Background: an optimization exercise with open tools, aiming at small area. Do not read the settings as production practice.
Only simulation tests tie the RTL to the original design; equivalence was not proved.
Power figures rest on the tool's default switching activity, not on a simulated workload.

==> flow/design.v <==
module edge_detector(
  input  logic clk,
  input  logic rst,
  input  logic in,
  output logic out
);
  logic [1:0] s_reg;
  always_ff @(posedge clk,posedge rst) begin
    if (rst)
      s_reg <= 2'b0;
    else begin
      s_reg[1] <= s_reg[0];
      s_reg[0] <= in;
    end
  end
  assign out = ~s_reg[1] & s_reg[0];
endmodule
module cellCA_sv(
	input logic self,
	input logic [2:0] vs,
	input logic [2:0] vc,
	output logic next);
logic p0, p1, q0, q1;
assign {p1, p0} = vs[0] + vs[1] + vs[2];
assign {q1, q0} = vc[0] + vc[1] + vc[2];
assign next = (p0 & ~q1 & (q0 ^ p1)) |
              (self & ~p0 & (q1 ? (~q0 & ~p1) : (q0 & p1)));
endmodule
module PanelDisplay (
	input logic clk,
	input logic rst,
	input logic cellOn,
	output logic [4:0] cellRow,
	output logic [5:0] cellCol,
	output logic [4:0] cycle20,
	output logic hsync,
	output logic vsync,
	output logic [3:0] red,
	output logic [3:0] green,
	output logic [3:0] blue);
  logic half;            
  logic [3:0] hOne;      
  logic [1:0] hTen;      
  logic [5:0] hCell;     
  logic [4:0] vLine;     
  logic [4:0] vCell;     
  logic hOneEnd, hTenEnd, lineEnd;
  assign hOneEnd = !half && hOne == 4'd9;
  assign hTenEnd = hOneEnd && (hTen == 2'd2 || (hCell == 6'd34 && hTen == 2'd1));
  assign lineEnd = hOneEnd && hCell == 6'd31 && hTen == 2'd0;
  always_ff @(posedge clk, posedge rst) begin
    if (rst) begin
      half <= 1'b0;
      hOne <= 4'd0;
      hTen <= 2'd1;      
      hCell <= 6'd31;
      vLine <= 5'd0;
      vCell <= 5'd0;
    end else begin
      half <= !half;
      if (!half)
        hOne <= (hOne == 4'd9) ? 4'd0 : hOne + 4'd1;
      if (hOneEnd)
        hTen <= hTenEnd ? 2'd0 : hTen + 2'd1;
      if (hTenEnd)
        hCell <= (hCell == 6'd34) ? 6'd0 : hCell + 6'd1;
      if (lineEnd) begin
        if (vLine == 5'd29 || (vCell == 5'd22 && vLine == 5'd5)) begin
          vLine <= 5'd0;
          vCell <= (vCell == 5'd22) ? 5'd0 : vCell + 5'd1;
        end else
          vLine <= vLine + 5'd1;
      end
    end
  end
  assign cellRow = vCell;
  assign cellCol = hCell;
  logic [3:0] hOneLag;
  assign hOneLag = !half ? hOne : (hOne == 4'd0) ? 4'd9 : hOne - 4'd1;
  assign cycle20 = {hOneLag, half};
  logic hsLow;
  always_comb begin
    if (hCell > 6'd25 && hCell < 6'd29)
      hsLow = 1'b1;
    else if (hCell == 6'd25)
      hsLow = hTen != 2'd0 || hOne >= 4'd6;
    else if (hCell == 6'd29)
      hsLow = hTen == 2'd0 && hOne <= 4'd5;
    else
      hsLow = 1'b0;
  end
  assign hsync = !hsLow;
  assign vsync = !(vCell == 5'd21 && vLine >= 5'd7 && vLine <= 5'd12);
  logic leftBar, rightBar, board, grid;
  assign leftBar = hCell > 6'd31 || (hCell == 6'd31 && hTen != 2'd0);   
  assign rightBar = (hCell >= 6'd20 && hCell <= 6'd22) || (hCell == 6'd23 && hTen == 2'd0);  
  assign board = hCell < 6'd20;                                           
  assign grid = (hTen == 2'd2 && hOne == 4'd9) || vLine == 5'd29;
  always_comb begin
    red = 4'b0000;
    green = 4'b0000;
    blue = 4'b0000;
    if (vCell < 5'd20) begin
      if (leftBar || rightBar) begin
        red = 4'b1111;
        green = 4'b1001;
        blue = 4'b1111;
      end else if (board) begin
        if (grid)
          red = 4'b1111;
        else if (cellOn) begin
          red = 4'b1111;
          green = 4'b1111;
          blue = 4'b1111;
        end
      end
    end
  end
endmodule
module GameOfLife_20(
	input logic clk,
	input logic rst,
	input logic load,
	input logic [4:0] load_row,  
	input logic [19:0] load_data,  
	input logic speedButton,  
	output logic vsync_out,
	output logic hsync_out,
	output logic [3:0] red,
	output logic [3:0] green,
	output logic [3:0] blue);
localparam int QN = 10;  
logic vsync, hsync;
logic edgeDet, speedButtonEdge, step;
logic [1:0] vsync_edge;
logic [1:0] speedCounter;
logic [19:0][19:0] ring;   
logic [4:0] r0;            
logic sweep;               
logic sweepReg;
logic clearing;            
assign sweep = step | sweepReg;
always_ff @(posedge clk, posedge rst) begin
	if (rst) begin
		sweepReg <= 1'b1;
		clearing <= 1'b1;
	end else begin
		sweepReg <= sweep & (r0 != 5'd19);
		clearing <= clearing & (r0 != 5'd19);
	end
end
logic rowOk, pending, enq;
logic [5:0] dsum;
logic [4:0] dslot;
logic [19:0] ldSlot;
assign rowOk = load && (load_row < 5'd20);
assign pending = sweep && (load_row > r0);    
assign enq = rowOk && pending;
assign dsum = {1'b0, load_row} + 6'd19 - {1'b0, r0};
assign dslot = (dsum >= 6'd20) ? 5'(dsum - 6'd20) : dsum[4:0];
always_comb
	for (int s = 0; s < 20; s++)
		ldSlot[s] = rowOk && !pending && (dslot == 5'(s));
logic [QN-1:0] qv;
logic [QN-1:0][4:0] qtag;
logic [QN-1:0][19:0] qdata;
logic [QN-1:0] qhit, qfree, qalloc, qwr, qcm;
logic qanyhit, qcommit;
logic [19:0] qout;
always_comb begin
	qanyhit = 1'b0;
	qcommit = 1'b0;
	qout = 20'd0;
	for (int i = 0; i < QN; i++) begin
		qhit[i] = qv[i] && (qtag[i] == load_row);
		qfree[i] = !qv[i];
		qcm[i] = qv[i] && (qtag[i] == r0);
		qanyhit |= qhit[i];
		qcommit |= qcm[i];
		qout |= qcm[i] ? qdata[i] : 20'd0;
	end
	for (int i = 0; i < QN; i++) begin
		qalloc[i] = qfree[i];
		for (int k = 0; k < i; k++)
			if (qfree[k]) qalloc[i] = 1'b0;
		qwr[i] = enq && (qanyhit ? qhit[i] : qalloc[i]);
	end
end
always_ff @(posedge clk, posedge rst) begin
	if (rst)
		qv <= '0;
	else
		for (int i = 0; i < QN; i++)
			if (qwr[i])
				qv[i] <= 1'b1;
			else if (sweep && qcm[i])
				qv[i] <= 1'b0;
end
always_ff @(posedge clk)
	for (int i = 0; i < QN; i++)
		if (qwr[i]) begin
			qtag[i] <= load_row;
			qdata[i] <= load_data;
		end
logic [19:0] above, below, self, newRow;
logic [19:0] lineBuf;
logic [21:0] vs, vc;   
assign self = ring[0];
assign above = (r0 == 5'd0) ? 20'd0 : lineBuf;   
assign below = (r0 == 5'd19) ? 20'd0 : ~ring[1];
assign vs[0] = 1'b0;
assign vc[0] = 1'b0;
assign vs[21] = 1'b0;
assign vc[21] = 1'b0;
genvar j;
generate
for (j = 0; j < 20; j++) begin : g_col
	assign {vc[j+1], vs[j+1]} = above[j] + self[j] + below[j];
	cellCA_sv u_cell (.self(self[j]), .vs(vs[j+2:j]), .vc(vc[j+2:j]), .next(newRow[j]));
end
endgenerate
logic [19:0] wpoint;
always_comb begin
	if (sweep)
		wpoint = qcommit ? qout : clearing ? 20'd0 : newRow;
	else
		wpoint = ring[0];
end
always_ff @(posedge clk) begin
	for (int s = 0; s < 19; s++)
		ring[s] <= ldSlot[s] ? ((s % 2 == 1) ? ~load_data : load_data) : ~ring[s+1];
	ring[19] <= ldSlot[19] ? ~load_data : ~wpoint;
end
logic [4:0] cellRow;
logic [5:0] cellCol;
always_ff @(posedge clk) begin
	if (rowOk && load_row == cellRow)
		lineBuf <= load_data;
	else if (sweep || r0 == cellRow)
		lineBuf <= ring[0];
end
PanelDisplay panel(.clk(clk), .rst(rst), .cellOn(lineBuf[cellCol[4:0]]),
                   .cellRow(cellRow), .cellCol(cellCol), .cycle20(r0), .hsync(hsync),
                   .vsync(vsync), .red(red), .green(green), .blue(blue));
assign vsync_out = vsync;
assign hsync_out = hsync;
edge_detector vsync_edge_det(.clk(clk), .rst(rst), .in(vsync), .out(edgeDet));
edge_detector speedButton_edge(.clk(clk), .rst(rst), .in(speedButton), .out(speedButtonEdge));
always_ff @(posedge clk, posedge rst) begin
	if (rst)
		speedCounter <= 2'd0;
	else if (speedButtonEdge)
		speedCounter <= speedCounter + 2'd1;
end
assign step = edgeDet && ({1'b0, vsync_edge} >= 3'd3 - {1'b0, speedCounter});
always_ff @(posedge clk, posedge rst) begin
	if (rst)
		vsync_edge <= 2'd0;
	else if (edgeDet) begin
		if (step)
			vsync_edge <= 2'd0;
		else
			vsync_edge <= vsync_edge + 2'd1;
	end
end
endmodule
clock: 10.0 ns
lec_check: 0
cap_margin: 20
core_margin: 2
core_utilization: 70
slew_margin: 20
standard.sh (not shown) runs the stock make flow with config.mk's settings and CLKGATE_MAP_FILE= SYNTH_SCRIPT=/design/flow/synth_recipe.tcl, a recipe that flattens the netlist after the stock synthesis.
==> flow/flow/run.sh <==
#!/bin/bash
set -e
export CTS_ARGS="-sink_clustering_enable -repair_clock_nets -buf_list sky130_fd_sc_hd__clkbuf_2 -sink_clustering_size 8 -dont_use_dummy_load"
bash standard.sh > standard_run.log 2>&1
The baseline finished clean.
Edit:
==> flow/flow/run.sh (replaced) <==
#!/bin/bash
set -e
cp standard.sh standard_sh_copy.log
export CTS_ARGS="-sink_clustering_enable -repair_clock_nets -buf_list sky130_fd_sc_hd__clkbuf_2 -sink_clustering_size 10 -dont_use_dummy_load"
bash standard.sh > standard_run.log 2>&1
Settings changed: CORE_UTILIZATION 70 to 60, CTS_BUF_LIST set to sky130_fd_sc_hd__clkbuf_2, CTS_CLUSTER_SIZE set to 10.
Outcome: The changed run passed the timing, DRC and antenna checks. Non-clock buffer count is higher by 1. Clock skew climbs by 62 ps. Global-route usage went down by 4.4 points. Sequential power stays flat.

rev 12:
Starts from the design.v that is shown in full above.
==> flow/config.mk <==
export PLATFORM = sky130hd
export DESIGN_NAME = GameOfLife_20
export DESIGN_NICKNAME = GameOfLife_20
export VERILOG_FILES = /design/flow/design.v
export SDC_FILE = /design/flow/constraint.sdc
export NUM_CORES = 4
export LEC_CHECK = 0
export CAP_MARGIN = 0
export CORE_MARGIN = 2
export CORE_UTILIZATION = 70
export SLEW_MARGIN = 0
==> flow/constraint.sdc <==
create_clock -name core_clock -period 10.0 [get_ports {clk}]
set_input_delay 2.0000 -clock core_clock [delete_from_list [all_inputs] [get_ports {clk}]]
set_output_delay 2.0000 -clock core_clock [all_outputs]
set_load 0.01 [all_outputs]
==> flow/flow/run.sh <==
#!/bin/bash
set -e
export CTS_ARGS="-sink_clustering_enable -repair_clock_nets -buf_list sky130_fd_sc_hd__clkbuf_2 -sink_clustering_size 8 -dont_use_dummy_load"
bash standard.sh > standard_run.log 2>&1
The inputs of rev 13 differ from those of rev 12 as listed below.
==> flow/flow/run.sh <==
#!/bin/bash
set -e
export CTS_ARGS="-sink_clustering_enable -repair_clock_nets -buf_list sky130_fd_sc_hd__clkbuf_2 -sink_clustering_size 8 -dont_use_dummy_load"
export BUFFER_PORTS_ARGS="-buffer_cell sky130_fd_sc_hd__buf_1"
bash standard.sh > standard_run.log 2>&1
Results
Rev 12: done, clean on timing, DRC and antenna. Rev 13 finished end to end and its layout was clean on timing, DRC and antenna. Re clock transition at the registers of the reported paths: rev 13 is 0.02 ns up on rev 12. Rev 12 -> rev 13: die area flat. Diff rev 12 -> rev 13: worst-case hold slack moved up; setup slack after layout saw an increase; total power neither gained nor lost much. There was hardly any difference in mapped cell area between rev 12 and rev 13. Rev 12 and rev 13 ended up with nearly the same global-route track usage on met3. The combinational share of power of rev 13 and that of rev 12 are within noise of each other. [diff] worst setup slack before clock tree synthesis, rev 13 relative to rev 12: improvement. In the metrics for rev 12 and rev 13, the one carrying the lower sequential share of layout area is rev 12. On global-route usage, rev 12 tracks rev 13 almost exactly.

Another version of the RTL of GameOfLife_20 (not shown whole).
For scale: ~2500 cells after synthesis, about 750 flip-flops, roughly 31000 sq um of cells after synthesis.
Design GameOfLife_20, start of the top module:
module GameOfLife_20(
	input logic clk,
	input logic rst,
	input logic load,
	input logic [4:0] load_row,  
	input logic [19:0] load_data,  
	input logic speedButton,  
	output logic vsync_out,
	output logic hsync_out,
	output logic [3:0] red,
	output logic [3:0] green,
	output logic [3:0] blue);
clock: 10.0 ns
lec_check: 0
cap_margin: 20
core_margin: 2
core_utilization: 60
cts_buf_list: sky130_fd_sc_hd__clkbuf_1 sky130_fd_sc_hd__clkbuf_2 sky130_fd_sc_hd__clkbuf_4 sky130_fd_sc_hd__clkbuf_8
slew_margin: 20
run.sh (not shown) runs the stock make flow with config.mk's settings and CLKGATE_MAP_FILE= SYNTH_SCRIPT=/design/flow/synth_recipe.tcl, a recipe that flattens the netlist after the stock synthesis.
Stock flow here: none of the scripts above is used.
Rerun with:
Settings changed: CTS_BUF_LIST sky130_fd_sc_hd__clkbuf_1 sky130_fd_sc_hd__clkbuf_2 sky130_fd_sc_hd__clkbuf_4 sky130_fd_sc_hd__clkbuf_8 to sky130_fd_sc_hd__clkbuf_8, CTS_CLUSTER_SIZE set to 30.
After rerunning:
- The changed run produced a clean layout
- global-route usage stays the same
- power went down by 0.43%
- count of clock-buffer cells in the layout goes down by 42
- final cell count does not change
- sequential power stays flat
- fmax hardly moves
- sequential share of layout area is unchanged
- non-clock buffer count is unchanged
- synthesized cell count is unchanged
- routed wire length stays flat
- core utilization does not change
Rerun with:
Settings changed: CTS_BUF_LIST sky130_fd_sc_hd__clkbuf_8 to sky130_fd_sc_hd__clkbuf_2, CTS_CLUSTER_SIZE 30 to 10.
Final cell count went up by 3.3%. Utilization drops by 1.4 points. Count of clock-buffer cells in the layout rises by 136. Critical path depth is lower by 10. Global-route usage grows by 0.45 points. Via count is higher by 1.7%. Non-clock buffer count is unchanged. Register-to-register slack is better by 0.05 ns. Final area came out lower by 2.1%. Sequential share of layout area goes up by 1.1 points. Flip-flop and latch count does not change.
Rerun with:
Settings changed: CORE_UTILIZATION 60 to 40, CTS_BUF_LIST sky130_fd_sc_hd__clkbuf_2 to sky130_fd_sc_hd__clkbuf_4, CTS_CLUSTER_SIZE 10 to not set.
Worst setup slack is about the same.
Sequential power barely changes.
Area after synthesis does not change.
Clock skew came out higher by 0.0065 ns.

old:
Another version of the RTL of GameOfLife_20 (not shown whole).
Size: roughly 2,800 cells after synthesis, about 610 flip-flops, about 43 I/O pins, about 29,000 um2 of cells after synthesis.
// GameOfLife_20
module GameOfLife_20(
	input logic clk,
	input logic rst,
	input logic load,
	input logic [4:0] load_row,  
	input logic [19:0] load_data,  
	input logic speedButton,  
	output logic vsync_out,
	output logic hsync_out,
	output logic [3:0] red,
	output logic [3:0] green,
	output logic [3:0] blue);
localparam int QN = 6;
logic vsync, hsync;
logic edgeDet, speedButtonEdge, step;
logic [1:0] vsync_edge;
logic [1:0] speedCounter;
logic [9:0][19:0] ringE, ringO;
logic [4:0] cycle20;      
logic [3:0] pair;         
logic sweep;              
logic sweepReg;
logic clearing;           
assign pair = (cycle20 >= 5'd10) ? 4'(cycle20 - 5'd10) : cycle20[3:0];
assign sweep = step | sweepReg;
always_ff @(posedge clk, posedge rst) begin
	if (rst) begin
		sweepReg <= 1'b1;
		clearing <= 1'b1;
	end else begin
		sweepReg <= sweep & (pair != 4'd9);
		clearing <= clearing & (pair != 4'd9);
	end
end
logic rowOk, pending, enq;
logic [3:0] lpair;
logic [4:0] dsum;
logic [3:0] dslot;
logic [9:0] ldE, ldO;
assign rowOk = load && (load_row < 5'd20);
assign lpair = load_row[4:1];
assign pending = sweep && (lpair > pair);    
assign enq = rowOk && pending;
assign dsum = {1'b0, lpair} + 5'd9 - {1'b0, pair};
assign dslot = (dsum >= 5'd10) ? 4'(dsum - 5'd10) : dsum[3:0];
always_comb
	for (int s = 0; s < 10; s++) begin
		ldE[s] = rowOk && !pending && !load_row[0] && (dslot == 4'(s));
		ldO[s] = rowOk && !pending && load_row[0] && (dslot == 4'(s));
	end
logic [QN-1:0] qv;
logic [QN-1:0][4:0] qtag;
logic [QN-1:0][19:0] qdata;
logic [QN-1:0] qhit, qfree, qalloc, qwr, qcm;
logic qanyhit, qcommitE, qcommitO;
logic [19:0] qoutE, qoutO;
always_comb begin
	qanyhit = 1'b0;
	qcommitE = 1'b0;
	qcommitO = 1'b0;
	qoutE = 20'd0;
	qoutO = 20'd0;
	for (int i = 0; i < QN; i++) begin
		qhit[i] = qv[i] && (qtag[i] == load_row);
		qcm[i] = sweep && qv[i] && (qtag[i][4:1] == pair);
		qfree[i] = !qv[i] || qcm[i];    
		qanyhit |= qhit[i];
		if (qcm[i] && !qtag[i][0]) begin
			qcommitE = 1'b1;
			qoutE |= qdata[i];
		end
		if (qcm[i] && qtag[i][0]) begin
			qcommitO = 1'b1;
			qoutO |= qdata[i];
		end
	end
  ...
export LEC_CHECK = 0
export CAP_MARGIN = 20
export CORE_MARGIN = 2
export CORE_UTILIZATION = 70
export SLEW_MARGIN = 20
create_clock -name core_clock -period 10.0 [get_ports {clk}]
standard.sh (not shown) runs the stock make flow with config.mk's settings and CLKGATE_MAP_FILE= SYNTH_SCRIPT=/design/flow/synth_recipe.tcl, a recipe that flattens the netlist after the stock synthesis.
==> flow/flow/run.sh <==
#!/bin/bash
set -e
export CTS_ARGS="-sink_clustering_enable -repair_clock_nets -buf_list sky130_fd_sc_hd__clkbuf_2 -sink_clustering_size 6 -dont_use_dummy_load"
export BUFFER_PORTS_ARGS="-buffer_cell sky130_fd_sc_hd__buf_1"
bash standard.sh > standard_run.log 2>&1
old ended with every stage complete and zero timing, DRC or antenna violations.
For new, these inputs were changed with respect to old:
diff --git a/flow/config.mk b/flow/config.mk
--- a/flow/config.mk
+++ b/flow/config.mk
@@ -10 +10 @@
-export CORE_UTILIZATION = 70
+export CORE_UTILIZATION = 80
## What came out
Side by side, total via count in the routed design turned out higher in new than in old.
NOTE height of the chip old->new decreased by a few percent
The worst setup slack of new was inferior to that of old.
Global-route usage, old and new: lower on old
new -> old: post-synthesis share of cell area spent on and, or, nand and nor gates delta 0, exact match

port drivers added, routing unchanged:
How much do the figures lean on ideal ports? The routed layouts below were timed once more, with nothing changed but the port constraints.
Step 1 (the two cells are an assumption about what drives the block):
set clk [get_ports {clk}]
set_driving_cell -lib_cell sky130_fd_sc_hd__clkbuf_16 $clk
set_driving_cell -lib_cell sky130_fd_sc_hd__buf_2 [delete_from_list [all_inputs] $clk]
Step 2 adds t to the input delays and takes it off the output delays; t is the mean of the earliest and latest rising clock arrival at the registers after step 1. Input paths then give back, and output paths get back, about the clock's delay inside the block.
Slacks: no drivers / after step 1 / after step 2; pairs: no drivers / after step 1.
| run | t, ns | setup slack, ns | worst setup path at the end | worst data-port slew with drivers (ns) |
|---|---|---|---|---|
| the first run of note 1 | 1.353 | 3.881 / 3.825 / 3.189 | input to register | 0.05 |
| the second run of note 1 | 1.337 | 3.914 / 3.862 / 3.212 | input to register | 0.04 |
| rev 12 | 1.328 | 3.901 / 3.846 / 3.240 | input to register | 0.05 |
| rev 13 | 1.301 | 4.349 / 4.332 / 3.555 | input to register | 0.04 |
| the first run of note 3 | 0.792 | 4.009 / 4.042 / 3.250 | input to register | 0.05 |
| the second run of note 3 | 0.796 | 4.000 / 4.034 / 3.238 | input to register | 0.05 |
| the third run of note 3 | 1.363 | 3.752 / 3.700 / 3.280 | input to register | 0.05 |
| the fourth run of note 3 | 1.076 | 3.749 / 3.749 / 3.352 | input to register | 0.05 |
| old | 1.362 | 2.502 / 2.502 / 2.502 | register to register | 0.04 |
| new | 1.119 | 2.261 / 2.261 / 2.261 | register to register | 0.05 |
After both steps setup and hold are still met in every run listed. For rev 13, which loses most, drivers alone change the setup slack by -0.017 ns; drivers and shift together by -0.794 ns.
